From an optimization exercise on the open Yosys and OpenROAD flow, aimed at small area, a short achievable clock period and few clock cycles; shortcuts taken in it are not production practice.
Only simulation tests tie the RTL to the original design; equivalence was not proved.
Power figures rest on the tool's default switching activity, not on a simulated workload.

`flow/run.sh`:
```
#!/bin/bash
# synth_recipe.tcl (not shown) runs the flow's synth.tcl, then flattens the netlist and writes it again
# the make line also repeats each setting of config.mk as NAME=value (left out here)
make -C /OpenROAD-flow-scripts/flow DESIGN_CONFIG=/design/flow/config.mk WORK_HOME=/design/flow/orfs CLKGATE_MAP_FILE= SYNTH_SCRIPT=/design/flow/synth_recipe.tcl finish
```
`flow/design.v`:
```
`default_nettype none
module fadd_pipe
   ( input wire [31:0] x1,
     input wire [31:0] x2,
     output wire [31:0] y,
     input wire clk);
   wire s1, s2;
   wire [7:0] e1, e2;
   wire [22:0] m1, m2;
   assign {s1, e1, m1} = x1;
   assign {s2, e2, m2} = x2;
   wire [24:0] m1a, m2a;
   assign m1a = (e1 == 8'd0) ? {2'b0, m1} : {2'b1, m1};
   assign m2a = (e2 == 8'd0) ? {2'b0, m2} : {2'b1, m2};
   wire [7:0] e1a, e2a;
   assign e1a = (e1 == 8'd0) ? 8'd1 : e1;
   assign e2a = (e2 == 8'd0) ? 8'd1 : e2;
   wire [7:0] e2ai;
   assign e2ai = ~e2a;
   wire [8:0] te;
   assign te = {1'b0, e1a} + {1'b0, e2ai};
   wire ce;
   wire [7:0] tde;
   assign ce = (te[8] == 1'b1) ? 1'b0 : 1'b1;
   wire [8:0] tmp1;
   wire [7:0] tmp2;
   assign tmp1 = te + 9'd1;
   assign tmp2 = ~te[7:0];
   assign tde = (te[8] == 1'b1) ? tmp1[7:0] : tmp2[7:0];
   wire [4:0] de;
   assign de = (|(tde[7:5])) ? 5'd31 : tde[4:0];
   wire sel;
   assign sel = (de == 5'b0) ? ((m1a > m2a) ? 1'b0 : 1'b1) : ce;
   wire [24:0] ms, mi;
   wire [7:0] es;
   wire ss;
   assign ms = (sel == 1'b0) ? m1a : m2a;
   assign mi = (sel == 1'b0) ? m2a : m1a;
   assign es = (sel == 1'b0) ? e1a : e2a;
   assign ss = (sel == 1'b0) ? s1 : s2;
   wire [55:0] mie;
   assign mie = {mi, 31'b0};
   wire [55:0] mia;
   assign mia = mie >> de;
   wire tstck;
   assign tstck = |(mia[28:0]);
   reg [24:0] ms_1;
   reg [26:0] mia_1;
   reg tstck_1;
   reg [7:0] es_1;
   reg ss_1;
   wire [26:0] mye;
   assign mye = (s1 == s2) ? {ms_1, 2'b0} + mia_1 : {ms_1, 2'b0} - mia_1;
   wire [7:0] esi;
   assign esi = es_1 + 8'd1;
   wire [7:0] eyd;
   wire [26:0] myd;
   wire stck;
   assign eyd = (mye[26] == 1'b1) ? ((esi == 8'd255) ? 8'd255 : esi) : es_1;
   assign myd = (mye[26] == 1'b1) ? ((esi == 8'd255) ? {2'b01, 25'b0} : mye >> 1) : mye;
   assign stck = (mye[26] == 1'b1) ? tstck_1 || mye[0] : tstck_1;
   wire [4:0] se;
   assign se = (myd[25] == 1) ? 5'b00000 :
               (myd[24] == 1) ? 5'b00001 :
               (myd[23] == 1) ? 5'b00010 :
               (myd[22] == 1) ? 5'b00011 :
               (myd[21] == 1) ? 5'b00100 :
               (myd[20] == 1) ? 5'b00101 :
               (myd[19] == 1) ? 5'b00110 :
               (myd[18] == 1) ? 5'b00111 :
               (myd[17] == 1) ? 5'b01000 :
               (myd[16] == 1) ? 5'b01001 :
               (myd[15] == 1) ? 5'b01010 :
               (myd[14] == 1) ? 5'b01011 :
               (myd[13] == 1) ? 5'b01100 :
               (myd[12] == 1) ? 5'b01101 :
               (myd[11] == 1) ? 5'b01110 :
               (myd[10] == 1) ? 5'b01111 :
               (myd[9] == 1) ? 5'b10000 :
               (myd[8] == 1) ? 5'b10001 :
               (myd[7] == 1) ? 5'b10010 :
               (myd[6] == 1) ? 5'b10011 :
               (myd[5] == 1) ? 5'b10100 :
               (myd[4] == 1) ? 5'b10101 :
               (myd[3] == 1) ? 5'b10110 :
               (myd[2] == 1) ? 5'b10111 :
               (myd[1] == 1) ? 5'b11000 :
               (myd[0] == 1) ? 5'b11001 : 5'b11010;
   reg [7:0] eyd_2;
   reg [26:0] myd_2;
   reg stck_2;
   reg [4:0] se_2;
   reg ss_2;
   wire signed [8:0] eyf;
   assign eyf = $signed({1'b0,eyd_2}) - $signed({4'b0,se_2});
   wire [7:0] eyr;
   wire [26:0] myf;
   assign myf = ($signed(eyf) > $signed(8'b0)) ? myd_2 << se_2 : myd_2 << (eyd_2[4:0]-1);
   assign eyr = ($signed(eyf) > $signed(8'b0)) ? eyf[7:0] : 8'b0;
   reg [26:0] myf_3;
   reg [7:0] eyr_3;
   reg stck_3;
   reg ss_3;
   wire [24:0] myr;
   assign myr = ((myf_3[1] == 1 && myf_3[0] == 0 & stck_3 == 0 && myf_3[2] == 1) || (myf_3[1] == 1 && myf_3[0] == 0 && s1 == s2 && stck_3 == 1) || myf_3[1] == 1 && myf_3[0] == 1) ? myf_3[26:2] + 25'b1 : myf_3[26:2];
   wire [7:0] eyri;
   assign eyri = eyr_3 + 8'b1;
   wire [7:0] ey;
   wire [22:0] my;
   assign ey = (myr[24] == 1) ? eyri : ((myr[23:0] == 24'b0) ? 8'd0 : eyr_3);
   assign my = (myr[24] == 1) ? 23'b0 : ((myr[23:0] == 24'b0) ? 23'b0 : myr[22:0]);
   wire sy;
   assign sy = (ey == 0 && my == 0) ? s1 && s2 : ss_3;
   wire nzm1, nzm2;
   assign nzm1 = |(m1[22:0]);
   assign nzm2 = |(m2[22:0]);
   assign y = (e1 == 255 && e2 != 255) ? {s1,8'd255,nzm1,m1[21:0]} : ((e2 == 255 && e1 != 255) ? {s2,8'd255,nzm2,m2[21:0]} : ((e1 == 255 && e2 == 255 && nzm2) ? {s2,8'd255,1'b1,m2[21:0]} : ((e1 == 255 && e2 == 255 && nzm1) ? {s1,8'd255,1'b1,m1[21:0]} : ((e1 == 255 && e2 == 255 && s1==s2) ? {s1,8'd255,23'b0} : ((e1 == 255 && e2 == 255) ? {1'b1,8'd255,1'b1,22'b0} : {sy,ey,my})))));
   always @(posedge clk) begin
      ms_1 <= ms;
      mia_1 <= mia[55:29];
      tstck_1 <= tstck;
      es_1 <= es;
      ss_1 <= ss;
      eyd_2 <= eyd;
      myd_2 <= myd;
      stck_2 <= stck;
      se_2 <= se;
      ss_2 <= ss_1;
      myf_3 <= myf;
      eyr_3 <= eyr;
      stck_3 <= stck_2;
      ss_3 <= ss_2;
   end
endmodule
`default_nettype wire
`default_nettype none
module fmul_pipe
   ( input wire [31:0] x1,
     input wire [31:0] x2,
     output wire [31:0] y,
     input wire clk);
   wire s1, s2;
   wire [7:0] e1, e2;
   wire [22:0] m1, m2;
   assign {s1, e1, m1} = x1;
   assign {s2, e2, m2} = x2;
   wire [23:0] ma, mb;
   assign ma = {1'b1, m1};
   assign mb = {1'b1, m2};
   reg [35:0] p_lo, p_hi;
   always @(posedge clk) begin
     p_lo <= ma * mb[11:0];
     p_hi <= ma * mb[23:12];
   end
   wire s;
   assign s = s1 ^ s2;
   wire [47:0] tmp_m;
   assign tmp_m = {p_hi, 12'd0} + {12'd0, p_lo};
   wire [22:0] m;
   assign m = (tmp_m[47] == 1'b0) ? tmp_m[45:23] : tmp_m[46:24];
   wire [8:0] tmp_e;
   assign tmp_e = (tmp_m[47] == 1'b0) ? {1'b0, e1} + {1'b0, e2} : {1'b0, e1} + {1'b0, e2} + 9'd1;
   wire [8:0] tmp_tmp_e;
   wire [7:0] e;
   assign tmp_tmp_e = tmp_e - 9'd127;
   assign e = tmp_tmp_e[7:0];
   wire unf, ovf;
   assign unf = (tmp_e <= 9'd127) || (e1 == 8'd0 || e2 == 8'd0);
   assign ovf = (tmp_e >= 9'd382);
   assign y = (unf) ? 32'd0 :
              (ovf) ? {s, 31'b1111111100000000000000000000000} : {s, e, m};
endmodule
`default_nettype wire
`default_nettype none
module itof
   ( input wire [31:0] x,
     output wire [31:0] y);
   wire s;
   wire [30:0] i;
   assign {s, i} = x;
   wire [30:0] i_abs;
   assign i_abs = (s == 1'b0) ? i : ~(i - 31'b1);
   wire [4:0] l;
   function [4:0] SE (
     input [30:0] M
   );
     begin
     casex(M)
       31'b1xxxxxxxxxxxxxxxxxxxxxxxxxxxxxx: SE = 5'd0;
       31'b01xxxxxxxxxxxxxxxxxxxxxxxxxxxxx: SE = 5'd1;
       31'b001xxxxxxxxxxxxxxxxxxxxxxxxxxxx: SE = 5'd2;
       31'b0001xxxxxxxxxxxxxxxxxxxxxxxxxxx: SE = 5'd3;
       31'b00001xxxxxxxxxxxxxxxxxxxxxxxxxx: SE = 5'd4;
       31'b000001xxxxxxxxxxxxxxxxxxxxxxxxx: SE = 5'd5;
       31'b0000001xxxxxxxxxxxxxxxxxxxxxxxx: SE = 5'd6;
       31'b00000001xxxxxxxxxxxxxxxxxxxxxxx: SE = 5'd7;
       31'b000000001xxxxxxxxxxxxxxxxxxxxxx: SE = 5'd8;
       31'b0000000001xxxxxxxxxxxxxxxxxxxxx: SE = 5'd9;
       31'b00000000001xxxxxxxxxxxxxxxxxxxx: SE = 5'd10;
       31'b000000000001xxxxxxxxxxxxxxxxxxx: SE = 5'd11;
       31'b0000000000001xxxxxxxxxxxxxxxxxx: SE = 5'd12;
       31'b00000000000001xxxxxxxxxxxxxxxxx: SE = 5'd13;
       31'b000000000000001xxxxxxxxxxxxxxxx: SE = 5'd14;
       31'b0000000000000001xxxxxxxxxxxxxxx: SE = 5'd15;
       31'b00000000000000001xxxxxxxxxxxxxx: SE = 5'd16;
       31'b000000000000000001xxxxxxxxxxxxx: SE = 5'd17;
       31'b0000000000000000001xxxxxxxxxxxx: SE = 5'd18;
       31'b00000000000000000001xxxxxxxxxxx: SE = 5'd19;
       31'b000000000000000000001xxxxxxxxxx: SE = 5'd20;
       31'b0000000000000000000001xxxxxxxxx: SE = 5'd21;
       31'b00000000000000000000001xxxxxxxx: SE = 5'd22;
       31'b000000000000000000000001xxxxxxx: SE = 5'd23;
       31'b0000000000000000000000001xxxxxx: SE = 5'd24;
       31'b00000000000000000000000001xxxxx: SE = 5'd25;
       31'b000000000000000000000000001xxxx: SE = 5'd26;
       31'b0000000000000000000000000001xxx: SE = 5'd27;
       31'b00000000000000000000000000001xx: SE = 5'd28;
       31'b000000000000000000000000000001x: SE = 5'd29;
       31'b0000000000000000000000000000001: SE = 5'd30;
       31'b0000000000000000000000000000000: SE = 5'd31;
     endcase
     end
   endfunction
   assign l = SE(i_abs);
   wire [7:0] e;
   wire [22:0] m;
   wire [30:0] tmp_i;
   assign tmp_i = i_abs << (l + 5'd1);
   assign m = tmp_i[30:8];
   assign e = 8'd157 - {3'd0, l};
   assign y = (i == 0) ? 32'd0 :
              (x == 32'd4294967295) ? {1'b1, 8'd0, 23'd158} : {s, e, m};
endmodule
`default_nettype wire
`default_nettype none
module ftoi
   ( input wire [31:0] x,
     output wire [31:0] y,
     output wire ovf);
   wire s;
   wire [7:0] e;
   wire [22:0] m;
   assign {s, e, m} = x;
   wire [23:0] m1;
   assign m1 = {1'b1, m};
   wire [53:0] shift_m1;
   assign shift_m1 = m1 << (e - 8'd127);
   wire [30:0] i;
   assign i = (e == 8'd126) ? 31'd1 :
              (e <= 8'd125) ? 31'd0 :
              (e >= 8'd150) ? shift_m1[53:23] : shift_m1[53:23] + {30'b0, shift_m1[22]};
   assign ovf = (e >= 8'd158);
   assign y = (s == 0) ? {s, i} : {1'b1, ~i} + 32'd1;
endmodule
`default_nettype wire
module RegisterFile (
    input  wire        CLK,
    input  wire [4:0]  ra1,
    input  wire [4:0]  ra2,
    output wire [31:0] rd1,
    output wire [31:0] rd2,
    input  wire        we,
    input  wire [4:0]  wa,
    input  wire [31:0] wd);
    reg [31:0] RF [1:31];
    assign rd1 = (ra1 == 5'd0) ? 32'd0 : RF[ra1];
    assign rd2 = (ra2 == 5'd0) ? 32'd0 : RF[ra2];
    always @(posedge CLK) begin
        if (we && wa != 5'd0) RF[wa] <= wd;
    end
endmodule
module Processor(
  output wire [31:0] inst_addr,
  output wire [31:0] inst_wdata,
  input wire [31:0]  inst_rdata,
  output wire [3:0]  inst_we,
  output wire        inst_en,
  input wire [31:0] mem_rdata,
  output wire [31:0] mem_wdata,
  output wire [31:0] mem_addr,
  output wire [3:0] mem_wenable,
  output wire mem_enable,
  output wire io_read_req,
  output wire io_write_req,
  input wire io_ready,
  input wire io_done,
  output wire [7:0] io_wdata,
  input wire [7:0] io_rdata,
  output wire boot_ready,
  output wire [7:0] err,
  input wire CLK,
  input wire RSTN
);
  reg        booted;
  reg        b_start;
  reg        b_req;
  reg [16:0] b_nacc;      
  reg [16:0] b_nrec;      
  reg [15:0] b_len;
  reg [31:0] b_buf;
  reg [3:0]  b_mask;
  reg        b_wr;
  reg        b_last;
  reg [31:0] b_waddr;
  reg [31:0] b_wdata;
  reg [3:0]  b_we;
  wire [16:0] b_j = b_nrec - 17'd2;             
  wire        b_islast = (b_nrec == {1'b0, b_len} + 17'd1);
  reg  [31:0] b_bufn;
  reg  [3:0]  b_lane;
  always @(*) begin
    b_bufn = b_buf;
    case (b_j[1:0])
      2'd0: begin b_bufn[31:24] = io_rdata; b_lane = 4'b1000; end
      2'd1: begin b_bufn[23:16] = io_rdata; b_lane = 4'b0100; end
      2'd2: begin b_bufn[15:8]  = io_rdata; b_lane = 4'b0010; end
      default: begin b_bufn[7:0] = io_rdata; b_lane = 4'b0001; end
    endcase
  end
  always @(posedge CLK) begin
    if (~RSTN) begin
      booted <= 1'b0;
      b_start <= 1'b0;
      b_req <= 1'b0;
      b_nacc <= 17'd0;
      b_nrec <= 17'd0;
      b_len <= 16'd0;
      b_mask <= 4'd0;
      b_wr <= 1'b0;
      b_last <= 1'b0;
      b_we <= 4'd0;
    end else if (!booted) begin
      if (!b_start) begin
        b_start <= 1'b1;
        b_req <= 1'b1;
      end
      if (b_req & io_ready) begin
        b_nacc <= b_nacc + 17'd1;
        if (b_nacc >= 17'd2 && b_nacc == {1'b0, b_len} + 17'd1) b_req <= 1'b0;
      end
      b_wr <= 1'b0;
      b_we <= 4'd0;
      if (io_done) begin
        b_nrec <= b_nrec + 17'd1;
        if (b_nrec == 17'd0) b_len[15:8] <= io_rdata;
        else if (b_nrec == 17'd1) b_len[7:0] <= io_rdata;
        else begin
          b_buf <= b_bufn;
          if (b_j[1:0] == 2'd3 || b_islast) begin
            b_wr <= 1'b1;
            b_we <= b_mask | b_lane;
            b_wdata <= b_bufn;
            b_waddr <= {13'd0, b_j[16:2], 2'b00};
            b_mask <= 4'd0;
            b_last <= b_islast;
          end else begin
            b_mask <= b_mask | b_lane;
          end
        end
      end
      if (b_wr && b_last) booted <= 1'b1;
    end
  end
  reg [31:0] fpc;         
  reg [31:0] dpc;         
  reg        d_valid;
  reg        e_valid;
  reg        ebusy;
  reg [1:0]  ecnt;
  reg        e_fix;       
  reg [4:0]  erd;
  reg [31:0] opA, opB, e_imm, e_lr1;
  reg        e_useimm;
  reg        e_wi, e_wf, e_win;
  reg        k_add, k_sub, k_shl, k_shr, k_li, k_mr, k_mflr, k_ld, k_st, k_cvt, k_itof;
  reg        k_fadd, k_fflip, k_fmul, k_in, k_out, k_halt, k_ba, k_lrw, k_mtlr, k_cmp, k_fcmp;
  reg [31:0] linkreg;
  reg        c_lt, c_eq;
  reg        c_rreq, c_wreq, c_rdout;
  reg [7:0]  c_wdata;
  reg        halted;
  reg [31:0] cvt_q;
  wire [31:0] inst = inst_rdata;
  wire [5:0]  op = inst[31:26];
  wire [4:0]  f_rd = inst[25:21];
  wire [4:0]  f_ra = inst[20:16];
  wire [4:0]  f_rb = inst[15:11];
  wire o_li = op == 6'd0, o_mr = op == 6'd1, o_addi = op == 6'd2, o_add = op == 6'd3;
  wire o_sub = op == 6'd4, o_slwi = op == 6'd5, o_srwi = op == 6'd6, o_fadd = op == 6'd7;
  wire o_fsub = op == 6'd8, o_fmul = op == 6'd10, o_fmr = op == 6'd13, o_b = op == 6'd14;
  wire o_beq = op == 6'd15, o_bne = op == 6'd16, o_blt = op == 6'd17, o_bl = op == 6'd18;
  wire o_blr = op == 6'd19, o_mflr = op == 6'd20, o_mtlr = op == 6'd21, o_cmpwi = op == 6'd22;
  wire o_cmpw = op == 6'd23, o_fcmpw = op == 6'd24, o_ld = op == 6'd25, o_st = op == 6'd26;
  wire o_fld = op == 6'd27, o_fst = op == 6'd28, o_slw = op == 6'd29, o_srw = op == 6'd30;
  wire o_itof = op == 6'd32, o_ftoi = op == 6'd33, o_ba = op == 6'd34, o_bal = op == 6'd35;
  wire o_in = op == 6'd62, o_out = op == 6'd63;
  wire o_halt = (op == 6'd9) | (op == 6'd11) | (op == 6'd12) | (op == 6'd31) |
                ((op >= 6'd36) & (op <= 6'd61));
  wire a_f  = o_fadd | o_fsub | o_fmul | o_fcmpw | o_ftoi;      
  wire b_f  = o_fadd | o_fsub | o_fmul | o_fcmpw | o_fst;       
  wire b_di = o_st | o_mtlr | o_ba | o_bal | o_out;             
  wire [4:0] ia2 = b_di ? f_rd : f_rb;
  wire [4:0] fa2 = o_fst ? f_rd : f_rb;
  wire [31:0] ip1, ip2, fp1, fp2;
  wire [31:0] eres;
  wire        iw_en, fw_en;
  RegisterFile iregs(.CLK(CLK), .ra1(f_ra), .ra2(ia2), .rd1(ip1), .rd2(ip2),
                     .we(iw_en), .wa(erd), .wd(eres));
  RegisterFile fregs(.CLK(CLK), .ra1(f_ra), .ra2(fa2), .rd1(fp1), .rd2(fp2),
                     .we(fw_en), .wa(erd), .wd(eres));
  wire fw_i = e_valid & e_wi;
  wire fw_f = e_valid & e_wf;
  wire a_fwd = a_f ? (fw_f & (erd == f_ra)) : (fw_i & (erd == f_ra));
  wire b_fwd = b_f ? (fw_f & (erd == fa2)) : (fw_i & (erd == ia2));
  wire [31:0] opA_n = a_fwd ? eres : (a_f ? fp1 : ip1);
  wire [31:0] opB_n = b_fwd ? eres : (b_f ? fp2 : ip2);
  wire [31:0] b2 = e_useimm ? e_imm : opB;
  wire [31:0] addsub = k_sub ? (opA - b2) : (opA + b2);
  wire        shbig = |b2[31:5];
  wire [31:0] shl = shbig ? 32'd0 : (opA << b2[4:0]);
  wire [31:0] shr = shbig ? 32'd0 : (opA >> b2[4:0]);
  wire [31:0] fx2 = {opB[31] ^ k_fflip, opB[30:0]};
  wire [31:0] fadd_y, fmul_y, itof_y, ftoi_y;
  wire        ftoi_ovf;
  fadd_pipe u_fadd(.x1(opA), .x2(fx2), .y(fadd_y), .clk(CLK));
  fmul_pipe u_fmul(.x1(opA), .x2(opB), .y(fmul_y), .clk(CLK));
  itof u_itof(opA, itof_y);
  ftoi u_ftoi(opA, ftoi_y, ftoi_ovf);
  always @(posedge CLK) cvt_q <= k_itof ? itof_y : ftoi_y;
  assign eres = ({32{k_add | k_sub}} & addsub) |
                ({32{k_shl}} & shl) |
                ({32{k_shr}} & shr) |
                ({32{k_li}} & e_imm) |
                ({32{k_mr}} & opA) |
                ({32{k_mflr}} & linkreg) |
                ({32{k_ld}} & mem_rdata) |
                ({32{k_cvt}} & cvt_q) |
                ({32{k_fadd}} & fadd_y) |
                ({32{k_fmul}} & fmul_y) |
                ({32{k_in}} & {24'd0, io_rdata});
  wire in_done = k_in & c_rdout & io_done;
  assign iw_en = e_valid & ((e_wi & ~ebusy) | (e_win & in_done));
  assign fw_en = e_valid & e_wf & ~ebusy;
  wire e_ccw = e_valid & (k_cmp | k_fcmp);
  wire e_lt = k_fcmp ? fadd_y[31] : addsub[31];
  wire e_eq = k_fcmp ? (fadd_y[30:23] != 8'd0) : (addsub == 32'd0);
  wire cc_lt = e_ccw ? e_lt : c_lt;
  wire cc_eq = e_ccw ? e_eq : c_eq;
  wire e_lrw = e_valid & k_lrw;
  wire [31:0] e_lrv = k_mtlr ? opB : e_lr1;
  wire [31:0] lr_f = e_lrw ? e_lrv : linkreg;
  wire e_redir = e_valid & k_ba;
  wire [31:0] d_rel = dpc + {{6{inst[25]}}, inst[25:0]};
  wire d_taken = o_b | o_bl | o_blr | (o_beq & cc_eq) | (o_bne & ~cc_eq) | (o_blt & cc_lt);
  wire [31:0] d_tgt = o_blr ? lr_f : d_rel;
  wire d_ok = d_valid & ~e_redir;
  wire go = booted & ~ebusy;
  assign inst_addr  = booted ? {fpc[29:0], 2'b00} : b_waddr;
  assign inst_en    = booted ? ~ebusy : b_wr;
  assign inst_we    = b_we;
  assign inst_wdata = b_wdata;
  assign mem_addr    = opA + e_imm;
  assign mem_wdata   = opB;
  assign mem_enable  = e_valid & ((k_ld & ebusy) | k_st);
  assign mem_wenable = {4{e_valid & k_st}};
  assign io_read_req  = booted ? c_rreq : b_req;
  assign io_write_req = c_wreq;
  assign io_wdata     = c_wdata;
  assign boot_ready = booted;
  assign err = {3'b000, halted, 4'b0000};
  always @(posedge CLK) begin
    if (~RSTN) begin
      fpc <= 32'd0;
      dpc <= 32'd0;
      d_valid <= 1'b0;
      e_valid <= 1'b0;
      ebusy <= 1'b0;
      ecnt <= 2'd0;
      e_fix <= 1'b0;
      c_rreq <= 1'b0;
      c_wreq <= 1'b0;
      c_rdout <= 1'b0;
      c_wdata <= 8'd0;
      halted <= 1'b0;
      c_lt <= 1'b0;
      c_eq <= 1'b0;
      linkreg <= 32'd0;
    end else begin
      if (c_wreq & io_ready) c_wreq <= 1'b0;
      if (c_rreq & io_ready) begin
        c_rreq <= 1'b0;
        c_rdout <= 1'b1;
      end
      if (ebusy) begin
        if (e_fix) begin
          if (ecnt == 2'd0) ebusy <= 1'b0;
          else ecnt <= ecnt - 2'd1;
        end
        if (k_in) begin
          if (~c_rreq & ~c_rdout & ~c_wreq) c_rreq <= 1'b1;
          if (c_rdout & io_done) begin
            c_rdout <= 1'b0;
            ebusy <= 1'b0;
          end
        end
        if (k_out) begin
          if (~c_wreq & ~c_rreq & ~c_rdout) begin
            c_wreq <= 1'b1;
            c_wdata <= opB[7:0];
            ebusy <= 1'b0;
          end
        end
        if (k_halt) begin
          if (~c_wreq & ~c_rreq & ~c_rdout) halted <= 1'b1;
        end
      end else if (booted) begin
        if (e_valid & (k_cmp | k_fcmp)) begin
          c_lt <= e_lt;
          c_eq <= e_eq;
        end
        if (e_lrw) linkreg <= e_lrv;
        dpc <= fpc;
        if (e_redir) begin
          fpc <= opB;
          d_valid <= 1'b0;
        end else if (d_ok & d_taken) begin
          fpc <= d_tgt;
          d_valid <= 1'b0;
        end else begin
          fpc <= fpc + 32'd1;
          d_valid <= 1'b1;
        end
        e_valid <= d_ok;
        if (d_ok) begin
          ebusy <= o_ld | o_fld | o_itof | o_ftoi | o_fmul | o_fadd | o_fsub | o_fcmpw |
                   o_in | o_out | o_halt;
          e_fix <= o_ld | o_fld | o_itof | o_ftoi | o_fmul | o_fadd | o_fsub | o_fcmpw;
          ecnt <= (o_fadd | o_fsub | o_fcmpw) ? 2'd2 : 2'd0;
        end
      end
    end
  end
  always @(posedge CLK) begin
    if (go & d_ok) begin
      opA <= opA_n;
      opB <= opB_n;
      e_imm <= (o_slwi | o_srwi) ? {27'd0, f_rb} : {{16{inst[15]}}, inst[15:0]};
      e_lr1 <= dpc + 32'd1;
      erd <= f_rd;
      e_useimm <= o_addi | o_cmpwi | o_slwi | o_srwi;
      e_wi <= (o_li | o_mr | o_addi | o_add | o_sub | o_slwi | o_srwi | o_slw | o_srw |
               o_mflr | o_ld | o_ftoi) & (f_rd != 5'd0);
      e_wf <= (o_fadd | o_fsub | o_fmul | o_fmr | o_fld | o_itof) & (f_rd != 5'd0);
      e_win <= o_in & (f_rd != 5'd0);
      k_add <= o_add | o_addi;
      k_sub <= o_sub | o_cmpw | o_cmpwi;
      k_shl <= o_slwi | o_slw;
      k_shr <= o_srwi | o_srw;
      k_li <= o_li;
      k_mr <= o_mr | o_fmr;
      k_mflr <= o_mflr;
      k_ld <= o_ld | o_fld;
      k_st <= o_st | o_fst;
      k_cvt <= o_itof | o_ftoi;
      k_itof <= o_itof;
      k_fadd <= o_fadd | o_fsub | o_fcmpw;
      k_fflip <= o_fsub | o_fcmpw;
      k_fmul <= o_fmul;
      k_in <= o_in;
      k_out <= o_out;
      k_halt <= o_halt;
      k_ba <= o_ba | o_bal;
      k_lrw <= o_bl | o_bal | o_mtlr;
      k_mtlr <= o_mtlr;
      k_cmp <= o_cmpw | o_cmpwi;
      k_fcmp <= o_fcmpw;
    end
  end
endmodule
```
`flow/constraint.sdc`:
```
create_clock -name core_clock -period 17.0 [get_ports {CLK}]
set_input_delay 3.4000 -clock core_clock [delete_from_list [all_inputs] [get_ports {CLK}]]
set_output_delay 3.4000 -clock core_clock [all_outputs]
set_load 0.01 [all_outputs]
```
`flow/config.mk`:
```
export PLATFORM = sky130hd
export DESIGN_NAME = Processor
export DESIGN_NICKNAME = Processor
export VERILOG_FILES = /design/flow/design.v
export SDC_FILE = /design/flow/constraint.sdc
export NUM_CORES = 4
export LEC_CHECK = 0
export CAP_MARGIN = 20
export CORE_MARGIN = 2
export CORE_UTILIZATION = 40
export SLEW_MARGIN = 20
```
==> summary.md <==
| Metric | Value |
|---|---|
| Setup bufs post-CTS | 0 |
| Yosys warns | 5 |
| Mux contribution to synthesized area | 15.2% |
| Element type at the critical path end | output port |
| Power consumption | 14.5 mW |
| Xor/xnor share of the synthesized area | 2.80% |
| Via/cell ratio | 6.25 |
| Setup crit end | mem_addr[31] |
| Max incr delay on CP | 620 ps |
| Max VDD drop | 0.0935 mV |
| Status | timing/DRC/antenna clean |
| Die area | 416000 um2 |
| Simple-Gate Fraction of Synth Area | 13.3% |
| Resized cells post-CTS | 0 |
| Max-slew violations | 0 |
| Type of the worst setup path | reg2out |
| Register area share after synthesis | 45.3% |
| Avg WL per Cell | 29.2 um |
| Post-route ant nets | 0 |
| Crit path max-delay family | compound AO/OA/AOI/OAI gates |
| Vias in the first global route | 121000 |
| TritonCTS clock tree | done |
| DR pass1 iterations | 8 |
| Largest net degree at the start of global routing | 164 |
| Boundary Pins | 233 |
| Synthesized area | 164000 um2 |
| Post-synth ARST share | 0% |
| Final Hold Viols | 0 |
| CTS Root Cell | clkbuf_16 |
| Crit Path Max Fanout | 21 |
| Sw Pwr | 3.41 mW |
| Unrepaired setup endpoints after global routing | false |
| Top_reg_cell synth | edfxtp_1 |
| Pwr Density | 79.2 nW/um2 |
| Sequential Power Share | 47.6% |
| Share of layout cells above drive strength 1 | 13.8% |
| R2r worst-path depth | 26 |
| CP bufs+invs | 3 |
| # nets final | 15500 |
| Finished Cell Area | 183000 um2 |
| GRT Util Overall | 27.7% |
| Post-synth top area share | 40.3% |
| Setup violators final | 0 |
| Setup TNS | 0 ps |
| Reg-to-Reg Start | e_useimm$_DFFE_PP_ |
| Skew final | 77.0 ps |
| Critical Path AT | 6340 ps |
| Clock Sinks | 2615 |
| Port-buffer cells | 223 |
| Sw Share | 23.6% |
| GPL Wtd Cong | 0.997 |
| Synthesized instance count | 14700 |
| Remaining Overflow, GRT | 0 |
| Initial DRC Count | 16800 |
| Cts bufs inserted | 293 |
| Stages on worst setup path | 19 |
| Rel. slew slack | 18.3% |
| Hpwl dp | 385 mm |
| Cell Chain, Critical Path | buf_4 -> buf_4 -> ha_1 -> a21oi_1 -> nor2_1 -> o2111ai_1 -> nand3_1 -> a211oi_1 -> o31ai_1 -> a41o_1 -> a31oi_1 -> nor2b_1 -> o21a_1 -> o41a_1 -> and2_1 -> o21ai_0 -> o21ai_0 -> xnor2_1 -> clkdlybuf4s50_1 |
| Initial antenna violation count | 37 |
| Largest family of logic cells by synthesized area | multiplexers |
| Comb power frac | 7.1% |
| Critical Path RT | 13600 ps |
| Worst-Margin Slew | 1210 ps |
| Setup crit start kind | flip-flop |
| Post-synth EDFFs | 2206 |
| Seq cells post-synth | 2615 |
| # rows | 235 |
| Synth area leaders | edfxtp_1 40%, mux4_2 12%, fa_1 5.4%, dfxtp_1 5.0%, nand2_1 5.0% |
| Hold_buf cts | 0 |
| Syn Area/Cell | 11.2 um2 |
| Post-Place Worst Slack | 6700 ps |
| Hold Path Origin | u_fadd.ss_2$_DFF_P_ |
| Clk slew on worst S/H paths | 60 ps |
| Clock tree buffer depth | 4 |
| Internal Power | 11.1 mW |
| Setup slack, reg-to-reg | 8100 ps |
| Biggest area consumer among synthesized cells | edfxtp_1 |
| Clock latency at the later pin of the worst-skew pair | 960 ps |
| Placed cell areas | 173000 um2 |
| Max Cap Viol | 0 |
| First-pass GRT wire length | 853 mm |
| Clock power share | 45.4% |
| RR Endpoint | fpc[24]$_SDFFE_PN0P_ |
| P_leak | 64.4 nW |
| Wirelength, routed | 590 mm |
| Period utilisation layout | 57.3% |
| Final setup margin | 7260 ps |
| Routed vias | 126000 |
| Adder-cell area share of the yosys netlist | 8.59% |
| Synth cell types | 111 |
| Min cycle time layout | 9740 ps |
| Number of H-tree levels | 5 |
| Most frequent cells in the layout | 2206 x edfxtp_1, 2173 x nand2_1, 861 x mux4_2 |
| DRC Markers | 0 |
| CP startpoint | opA[1]$_DFFE_PP_ |
| Slowest cell on crit path | clkdlybuf4s50_1 |
| Hold WC Path Type | reg2reg |
| Maximum clock frequency | 103 MHz |
| Commonest non-fill, non-tap cell in the layout | edfxtp_1 |
| Syn-to-layout area delta | 11.4% |
| Initial Util | 40.1% |
| Post-synthesis compound-gate area fraction | 10.6% |
| CORE AREA | 409000 um2 |
| DIE WIDTH | 645 um |
| Die Y | 645 um |
-- kinds of logic (layout without fill, tap and decap cells) --
logic type      after synthesis  after routing
simple gates               4829           4829
mux                        1394           1394
buf+inv                    1809           1843
compound gates             2681           2681
fa+ha+maj                   860            860
xor+xnor                    521            521
other cells                   1             22
flops                      2615           2615
-- synthesized netlist by cell type (183+ instances only) --
| cell | count |
|---|---|
| mux2i_1 | 404 |
| nand3_1 | 637 |
| and2_1 | 262 |
| fa_1 | 446 |
| nor3_1 | 183 |
| ha_1 | 414 |
| xnor2_1 | 329 |
| xor2_1 | 190 |
| o21ai_0 | 533 |
| nor2_1 | 894 |
| clkbuf_1 | 871 |
| nand2_1 | 2174 |
| a311oi_1 | 236 |
| mux4_2 | 861 |
| edfxtp_1 | 2206 |
| a21oi_1 | 801 |
| dfxtp_1 | 409 |
| inv_1 | 702 |
-- power by group through the flow --
stage | registers, mW | clock network [mW] | logic (mW)
after floorplan | 7.03 | 0 | 0.677
after global placement | 7.03 | 0 | 1.00
after detailed placement | 7.03 | 0 | 1.01
after CTS | 6.89 | 6.65 | 1.01
after global routing | 6.89 | 6.90 | 1.09
final | 6.89 | 6.58 | 1.02
-- per-layer routing --
metal / track usage (%) / part of all wire (%)
met5: 0 / 0.021
met1: 37.7 / 40
met3: 6.02 / 11
met4: 11.9 / 4.9
met2: 42.8 / 45
-- metrics by stage --
stage	utilization, %	hold slack, ps	cells
after floorplan	-	310	14700
after global placement	42.3	311	19700
after detailed placement	42.3	314	19700
after CTS	44.7	328	20200
after global routing	44.7	338	20200
final	44.7	327	20200
-- how the worst min path moves through the flow --
stage / endpoint / cells past startpoint / slack, ps
6_report: u_fadd.ss_3$_DFF_P_ / 0 / 330
3_3_place_gp: u_fadd.ss_3$_DFF_P_ / 0 / 310
4_1_cts: u_fadd.ss_3$_DFF_P_ / 0 / 330
3_5_place_dp: u_fadd.ss_3$_DFF_P_ / 0 / 310
5_1_grt: u_fadd.ss_3$_DFF_P_ / 0 / 340
2_1_floorplan: u_fadd.ss_2$_DFF_P_ / 0 / 310
-- layout make-up --
cell class / instances / area (um2)
sequential: 2615 / 74400
inverter: 714 / 2690
tap: 5451 / 6820
timing repair buffer: 597 / 5280
multi-input combinational: 10300 / 83800
fill: 37600 / 226000
clock inverter: 183 / 2230
antenna: 13 / 32.5
clock buffer: 349 / 7640
-- flip-flops by register name (all words and copies together) (netlist names), 26 cells and up --
signal / count
b_buf: 32
b_wdata: 32
cvt_q: 32
dpc: 32
e_lr1: 32
fpc: 32
fregs.RF: 992
iregs.RF: 992
linkreg: 32
opA: 32
opB: 32
u_fadd.mia_1: 26
u_fadd.myd_2: 26
u_fadd.myf_3: 27
u_fmul.p_hi: 36
Testbench counts, summed over its fixed seeds: cycles 269,459.

[what the ideal ports hide]
In the flow no input, the clock included, has a driving cell. The finished layout below was timed again as built, in two steps. Step 1 (the two cells are an assumption about what drives the block):
set clk [get_ports {CLK}]
set_driving_cell -lib_cell sky130_fd_sc_hd__clkbuf_16 $clk
set_driving_cell -lib_cell sky130_fd_sc_hd__buf_2 [delete_from_list [all_inputs] $clk]
Step 2 moves the port delays by t, midway between the first and last clock arrival at a register: inputs arrive t later, outputs are due t later. That takes back most of the time a late clock gives input paths. Slacks: no drivers / after step 1 / after step 2; pairs: no drivers / after step 1.
t, ns: 1.031
setup slack, ns: 7.256 / 7.152 / 6.657
worst setup path after step 2: input to register
worst register clock-pin slew, ns: 0.07 / 0.07
worst data-port slew with drivers (ns): 0.06
After both steps this run still meets setup and hold. The setup slack of this run moves by -0.104 ns with the drivers and by -0.599 ns with both steps.
